Background: an optimization exercise with open tools, aiming at small area. Do not read the settings as production practice. Only simulation tests tie the RTL to the original design; equivalence was not proved. Power and IR drop assume default switching activity.

// pitch_correction
module pitch_correction(
    input wire clk,
    input wire reset,
    input wire [31:0] S_AXIS_DATA_0_tdata,
    input wire  S_AXIS_DATA_0_tlast,
    output wire S_AXIS_DATA_0_tready,
    input wire  S_AXIS_DATA_0_tvalid,
    output wire [31:0] m_axis_data_tdata,
    output wire        m_axis_data_tlast,
    input  wire        m_axis_data_tready,
    output wire        m_axis_data_tvalid,
    output wire [15:0] m_axis_config_tdata,
    input  wire m_axis_config_tready,
    output wire m_axis_config_tvalid,
    output wire [31:0] monitor_fft_out,
    output wire monitor_fft_vld,
    output wire [31:0] monitor_pitch_out,
    output wire monitor_pitch_vld,
    input wire pitch_enable
    );
Settings: LEC_CHECK=0, CAP_MARGIN=40, CORE_MARGIN=2, CORE_UTILIZATION=70, SLEW_MARGIN=50, SYNTH_HIERARCHICAL=1; clock period 15.0 ns.
standard.sh (not shown) runs the stock make flow with config.mk's settings and CLKGATE_MAP_FILE= SYNTH_SCRIPT=/design/flow/synth_recipe.tcl, a recipe that flattens the netlist after the stock synthesis.
==> flow/flow/run.sh <==
#!/bin/bash
# Own layout flow: the standard flow (standard.sh, standard synthesis
# included), with clock tree synthesis run without dummy loads and the port
# buffers made with the smallest buffer (repair_design still resizes them).
# Each tool's full output stays in orfs/logs/; make's output goes to
# flow_make.log.
set -euo pipefail
export CTS_ARGS="-sink_clustering_enable -repair_clock_nets -dont_use_dummy_load -buf_list sky130_fd_sc_hd__clkbuf_4 -root_buf sky130_fd_sc_hd__clkbuf_16 -sink_clustering_size 12 -sink_clustering_max_diameter 30"
export BUFFER_PORTS_ARGS="-buffer_cell sky130_fd_sc_hd__buf_1"
bash standard.sh finish > flow_make.log 2>&1
The starting point finished with timing, DRC and antenna clean.
Change:
--- a/flow/flow/run.sh
+++ b/flow/flow/run.sh
@@ -7,3 +7,3 @@
 set -euo pipefail
-export CTS_ARGS="-sink_clustering_enable -repair_clock_nets -dont_use_dummy_load -buf_list sky130_fd_sc_hd__clkbuf_4 -root_buf sky130_fd_sc_hd__clkbuf_16 -sink_clustering_size 12 -sink_clustering_max_diameter 30"
+export CTS_ARGS="-sink_clustering_enable -repair_clock_nets -dont_use_dummy_load -buf_list sky130_fd_sc_hd__clkbuf_4 -root_buf sky130_fd_sc_hd__clkbuf_16 -sink_clustering_size 11 -sink_clustering_max_diameter 35"
 export BUFFER_PORTS_ARGS="-buffer_cell sky130_fd_sc_hd__buf_1"
Settings changed: CORE_UTILIZATION 70 to 55.
After rerunning: The changed run completed without violations. Worst setup slack degrades by 0.085 ns. Routed wire length decreases slightly. Count of clock-buffer cells in the layout increases by 24. Combinational power decreases by a few percent. Core utilization decreases by 16 points. Design area increases slightly. Clock skew barely changes. Power barely changes. Worst hold slack degrades by 0.0048 ns. Clock power increases slightly. Critical path depth stays the same.
Change:
--- a/flow/flow/run.sh
+++ b/flow/flow/run.sh
@@ -7,3 +7,3 @@
 set -euo pipefail
-export CTS_ARGS="-sink_clustering_enable -repair_clock_nets -dont_use_dummy_load -buf_list sky130_fd_sc_hd__clkbuf_4 -root_buf sky130_fd_sc_hd__clkbuf_16 -sink_clustering_size 11 -sink_clustering_max_diameter 35"
+export CTS_ARGS="-sink_clustering_enable -repair_clock_nets -dont_use_dummy_load -buf_list sky130_fd_sc_hd__clkbuf_8 -root_buf sky130_fd_sc_hd__clkbuf_16 -sink_clustering_size 20 -sink_clustering_max_diameter 35"
 export BUFFER_PORTS_ARGS="-buffer_cell sky130_fd_sc_hd__buf_1"
Settings changed: CAP_MARGIN 40 to 20, CORE_UTILIZATION 55 to 70, SLEW_MARGIN 50 to 20.
Effect: The changed run went through all stages and came out clean; global-route usage goes up by 5.3 points; critical path depth stays the same; non-clock buffer count went down by 50; worst hold slack gains 0.022 ns; worst setup slack gets worse by 1.0 ns; power went up by 3.6%; utilization climbs by 17 points; count of clock-buffer cells in the layout falls by 230; cell count shrinks by 8.0%; maximum frequency drops by 8.8%; final area barely changes.
Change:
--- a/flow/flow/run.sh
+++ b/flow/flow/run.sh
@@ -7,3 +7,3 @@
 set -euo pipefail
-export CTS_ARGS="-sink_clustering_enable -repair_clock_nets -dont_use_dummy_load -buf_list sky130_fd_sc_hd__clkbuf_8 -root_buf sky130_fd_sc_hd__clkbuf_16 -sink_clustering_size 20 -sink_clustering_max_diameter 35"
+export CTS_ARGS="-sink_clustering_enable -repair_clock_nets -dont_use_dummy_load -buf_list sky130_fd_sc_hd__clkbuf_4 -root_buf sky130_fd_sc_hd__clkbuf_16 -sink_clustering_size 11 -sink_clustering_max_diameter 30"
 export BUFFER_PORTS_ARGS="-buffer_cell sky130_fd_sc_hd__buf_1"
Area after synthesis is unchanged.
Worst setup slack improved by 0.55 ns.
Fmax goes up by a few percent.
Clock skew came out higher by 0.080 ns.
Hold slack is worse by 0.011 ns.

job 4430:
pitch_correction, a different RTL version from the one above (not shown whole).
Size: ~11000 cells after synthesis, roughly 8500 flip-flops, roughly 190000 um2 of cells after synthesis.
export LEC_CHECK = 0
export CAP_MARGIN = 20
export CORE_MARGIN = 2
export CORE_UTILIZATION = 70
export SLEW_MARGIN = 20
export SYNTH_HIERARCHICAL = 1
create_clock -name core_clock -period 15.0 [get_ports {clk}]
==> flow/flow/run.sh <==
#!/bin/bash
# Own layout flow: the standard flow (standard.sh, standard synthesis
# included), with clock tree synthesis run without dummy loads and the port
# buffers made with the smallest buffer (repair_design still resizes them);
# clock nets get the non-default (wider) routing rule.
# Each tool's full output stays in orfs/logs/; make's output goes to
# flow_make.log.
set -euo pipefail
export CTS_ARGS="-sink_clustering_enable -repair_clock_nets -dont_use_dummy_load -buf_list sky130_fd_sc_hd__clkbuf_4 -root_buf sky130_fd_sc_hd__clkbuf_16 -sink_clustering_size 12 -sink_clustering_max_diameter 40 -apply_ndr full"
export BUFFER_PORTS_ARGS="-buffer_cell sky130_fd_sc_hd__buf_1"
bash standard.sh finish > flow_make.log 2>&1
Changes in job 6399 relative to job 4430:
- CAP_MARGIN: 20 -> 10
- SLEW_MARGIN: 20 -> 10
==> flow/flow/run.sh <==
#!/bin/bash
# Own layout flow: the standard flow (standard.sh, standard synthesis
# included), with clock tree synthesis run without dummy loads and the port
# buffers made with the smallest buffer (repair_design still resizes them).
# Each tool's full output stays in orfs/logs/; make's output goes to
# flow_make.log.
set -euo pipefail
export CTS_ARGS="-sink_clustering_enable -repair_clock_nets -dont_use_dummy_load -buf_list sky130_fd_sc_hd__clkbuf_4 -root_buf sky130_fd_sc_hd__clkbuf_16 -sink_clustering_size 11 -sink_clustering_max_diameter 30"
export BUFFER_PORTS_ARGS="-buffer_cell sky130_fd_sc_hd__buf_1"
bash standard.sh finish > flow_make.log 2>&1
--- outcome ---
The flow completed for job 6399, but it is not clean: the layout still shows antenna violations. Between job 6399 and job 4430, the amount of wire on met3 after detailed routing is higher for job 6399. From job 4430 to job 6399 the numbers moved as follows: fraction of area in registers -0.41 points; post-route clock period utilization -0.29 points. Re final cell area excluding filler cells: job 4430 was lower than job 6399. Diff job 6399..job 4430 | fraction of cell area in non-clock buffers | negligible. ~same cell count after placement in job 6399 and job 4430. Against job 4430, job 6399 comes in about 0.9% higher on final cell count without fillers. Status: clock-pin slew on the worst setup and hold paths parity (job 6399, job 4430). Global-route wire length before repair was lower in job 4430 than in job 6399. For the count of clock-buffer cells in the layout, job 6399 came in 126 higher than job 4430 did.
Changes in job 6743 relative to job 6399:
- SLEW_MARGIN now 20, was 10
- CAP_MARGIN now 20, was 10
==> flow/flow/run.sh <==
#!/bin/bash
# Own layout flow: the standard flow (standard.sh, standard synthesis
# included), with clock tree synthesis run without dummy loads and the port
# buffers made with the smallest buffer (repair_design still resizes them).
# Each tool's full output stays in orfs/logs/; make's output goes to
# flow_make.log.
set -euo pipefail
export CTS_ARGS="-sink_clustering_enable -repair_clock_nets -dont_use_dummy_load -buf_list sky130_fd_sc_hd__clkbuf_16 -root_buf sky130_fd_sc_hd__clkbuf_16 -sink_clustering_size 32 -sink_clustering_max_diameter 45"
export BUFFER_PORTS_ARGS="-buffer_cell sky130_fd_sc_hd__buf_1"
bash standard.sh finish > flow_make.log 2>&1
## What came out
Job 6743: full flow OK, the timing, DRC and antenna checks passed. Job 6743 does worse than job 6399 on area of all placed cells without fillers. Against job 6399, job 6743 reports a first-pass GRT wire length that is higher. Delta(diode insertion count for antenna repair, job 6743 - job 6399) < 0. NOTE highest clock rate job 6399->job 6743 decreased by a few percent. Diff job 6399 -> job 6743 | endpoint required time on the critical path | decrease of 0.28 ns. The higher worst setup skew after layout came out of job 6399. Job 6743 vs job 6399, clock period minus worst slack went up by 0.28 ns. Of the two values seen for peak-usage layer in the global routing report, met2 was produced by job 6743 and met1 by job 6399. For post-CTS setup repair buffer count, job 6399 and job 6743 come out practically identical.
Changes in job 2113 relative to job 6743:
==> flow/flow/run.sh <==
#!/bin/bash
# Own layout flow: the standard flow (standard.sh, standard synthesis
# included), with clock tree synthesis run without dummy loads and the port
# buffers made with the smallest buffer (repair_design still resizes them).
# Each tool's full output stays in orfs/logs/; make's output goes to
# flow_make.log.
set -euo pipefail
export CTS_ARGS="-sink_clustering_enable -repair_clock_nets -dont_use_dummy_load -buf_list sky130_fd_sc_hd__clkbuf_4 -root_buf sky130_fd_sc_hd__clkbuf_16 -sink_clustering_size 12 -sink_clustering_max_diameter 26"
export BUFFER_PORTS_ARGS="-buffer_cell sky130_fd_sc_hd__buf_1"
bash standard.sh finish > flow_make.log 2>&1
Findings:
[job 2113 vs job 6743] met3 layer usage reported by global route: higher in job 2113. Area: job 2113 vs job 6743 -> job 2113 smaller. Period utilization in job 2113 is 1.8 points below job 6743. Job 2113 against job 6743: total global-route track usage fell by 0.42 points, synthesis-to-finish area growth fell by 1.1 points, routed wire length fell by 12 mm. Number of clock buffers in the layout was higher in job 2113 than in job 6743. Diff job 6743..job 2113 | proportion of cell area occupied by multi-input gates | negligible. Going from job 6743 to job 2113, combinational share of power climbed 0.4 points; first-iteration DRC count decreased about 3.5%; maximum VDD drop shows an increase of about 1.4%.

maple:
Starting RTL as in the previous note.
==> flow/config.mk <==
export PLATFORM = sky130hd
export DESIGN_NAME = pitch_correction
export DESIGN_NICKNAME = pitch_correction
export VERILOG_FILES = /design/flow/design.v
export SDC_FILE = /design/flow/constraint.sdc
export NUM_CORES = 8
export LEC_CHECK = 0
export CAP_MARGIN = 20
export CORE_MARGIN = 2
export CORE_UTILIZATION = 70
export SLEW_MARGIN = 20
export SYNTH_HIERARCHICAL = 1
==> flow/constraint.sdc <==
create_clock -name core_clock -period 15.0 [get_ports {clk}]
set_input_delay 3.0000 -clock core_clock [delete_from_list [all_inputs] [get_ports {clk}]]
set_output_delay 3.0000 -clock core_clock [all_outputs]
set_load 0.01 [all_outputs]
==> flow/flow/run.sh <==
#!/bin/bash
# Own layout flow: the standard flow (standard.sh, standard synthesis
# included), with clock tree synthesis run without dummy loads and the port
# buffers made with the smallest buffer (repair_design still resizes them);
# clock nets get the non-default (wider) routing rule.
# Each tool's full output stays in orfs/logs/; make's output goes to
# flow_make.log.
set -euo pipefail
export CTS_ARGS="-sink_clustering_enable -repair_clock_nets -dont_use_dummy_load -buf_list sky130_fd_sc_hd__clkbuf_4 -root_buf sky130_fd_sc_hd__clkbuf_16 -sink_clustering_size 12 -sink_clustering_max_diameter 32 -apply_ndr full"
export BUFFER_PORTS_ARGS="-buffer_cell sky130_fd_sc_hd__buf_1"
bash standard.sh finish > flow_make.log 2>&1
maple reached the end of the flow, and the finished layout is clean on the timing, DRC and antenna checks.
What sierra does differently from maple at the input level:
==> flow/flow/run.sh <==
#!/bin/bash
# Own layout flow: the standard flow (standard.sh, standard synthesis
# included), with clock tree synthesis run without dummy loads and the port
# buffers made with the smallest buffer (repair_design still resizes them).
# Each tool's full output stays in orfs/logs/; make's output goes to
# flow_make.log.
set -euo pipefail
export CTS_ARGS="-sink_clustering_enable -repair_clock_nets -dont_use_dummy_load -buf_list sky130_fd_sc_hd__clkbuf_4 -root_buf sky130_fd_sc_hd__clkbuf_16 -sink_clustering_size 11 -sink_clustering_max_diameter 32"
export BUFFER_PORTS_ARGS="-buffer_cell sky130_fd_sc_hd__buf_1"
bash standard.sh finish > flow_make.log 2>&1
Findings:
- Met1 layer usage reported by global route: maple vs sierra, no meaningful difference
- Across sierra and maple, the outcome is the same: a clean finish for every run.
- maple → sierra: wire length about even, global-route wire length before repair about even.
Edits applied to the flow inputs when going from sierra to xenon:
--- a/flow/flow/run.sh
+++ b/flow/flow/run.sh
@@ -6,5 +6,5 @@
 # flow_make.log.
 set -euo pipefail
-export CTS_ARGS="-sink_clustering_enable -repair_clock_nets -dont_use_dummy_load -buf_list sky130_fd_sc_hd__clkbuf_4 -root_buf sky130_fd_sc_hd__clkbuf_16 -sink_clustering_size 11 -sink_clustering_max_diameter 32"
+export CTS_ARGS="-sink_clustering_enable -repair_clock_nets -dont_use_dummy_load -buf_list sky130_fd_sc_hd__clkbuf_4 -root_buf sky130_fd_sc_hd__clkbuf_16 -sink_clustering_size 11 -sink_clustering_max_diameter 30"
 export BUFFER_PORTS_ARGS="-buffer_cell sky130_fd_sc_hd__buf_1"
 bash standard.sh finish > flow_make.log 2>&1
[summary]
Relative to sierra, share of layout cells above drive strength 1 has increased by 0.27 points in xenon.
The all-layer global routing usage was comparable across xenon and sierra.
Diff sierra..xenon | core utilization | negligible
~same first-pass GRT wire length in xenon and sierra
The number of nets at the end of the flow on sierra is in line with that on xenon.
Nothing crashed in xenon and all stages finished; the problem is that the final layout failed, the offending checks being antenna rules.

-- afterwards: timing with drivers on the ports --
Ports are ideal in the flow. The routed layouts listed here were re-timed in OpenROAD.
Step 1 assumes that a clkbuf_16 drives the clock port and a buf_2 every other input.
Step 2, shift: input delay + t, output delay - t, t = (earliest + latest rising clock arrival at the registers) / 2. This alone moves slack from input paths to output paths.
Slacks: ideal ports / drivers / drivers and shift; pairs: ideal ports / drivers.
| run | t (ns) | slack for setup (ns) | worst setup path after step 2 | worst data-port slew with drivers (ns) |
|---|---|---|---|---|
| the first run of note 1 | 1.356 | 4.752 / 4.819 / 3.463 | input to register | 0.05 |
| the second run of note 1 | 1.409 | 4.667 / 4.739 / 3.330 | input to register | 0.05 |
| the third run of note 1 | 1.127 | 3.670 / 3.733 / 2.605 | input to register | 0.05 |
| the fourth run of note 1 | 1.357 | 4.224 / 4.289 / 2.932 | input to register | 0.05 |
| job 4430 | 1.298 | 4.162 / 4.219 / 2.920 | input to register | 0.10 |
| job 6399 | 1.336 | 4.206 / 4.270 / 2.934 | input to register | 0.10 |
| job 6743 | 1.047 | 3.928 / 3.994 / 2.947 | input to register | 0.09 |
| job 2113 | 1.348 | 4.205 / 4.283 / 2.935 | input to register | 0.09 |
| maple | 1.323 | 4.192 / 4.249 / 2.926 | input to register | 0.10 |
| sierra | 1.320 | 4.201 / 4.274 / 2.954 | input to register | 0.09 |
| xenon | 1.336 | 4.206 / 4.270 / 2.934 | input to register | 0.10 |
The setup slack of the second run of note 1, which loses most, moves by +0.072 ns with the drivers and by -1.337 ns with both steps.
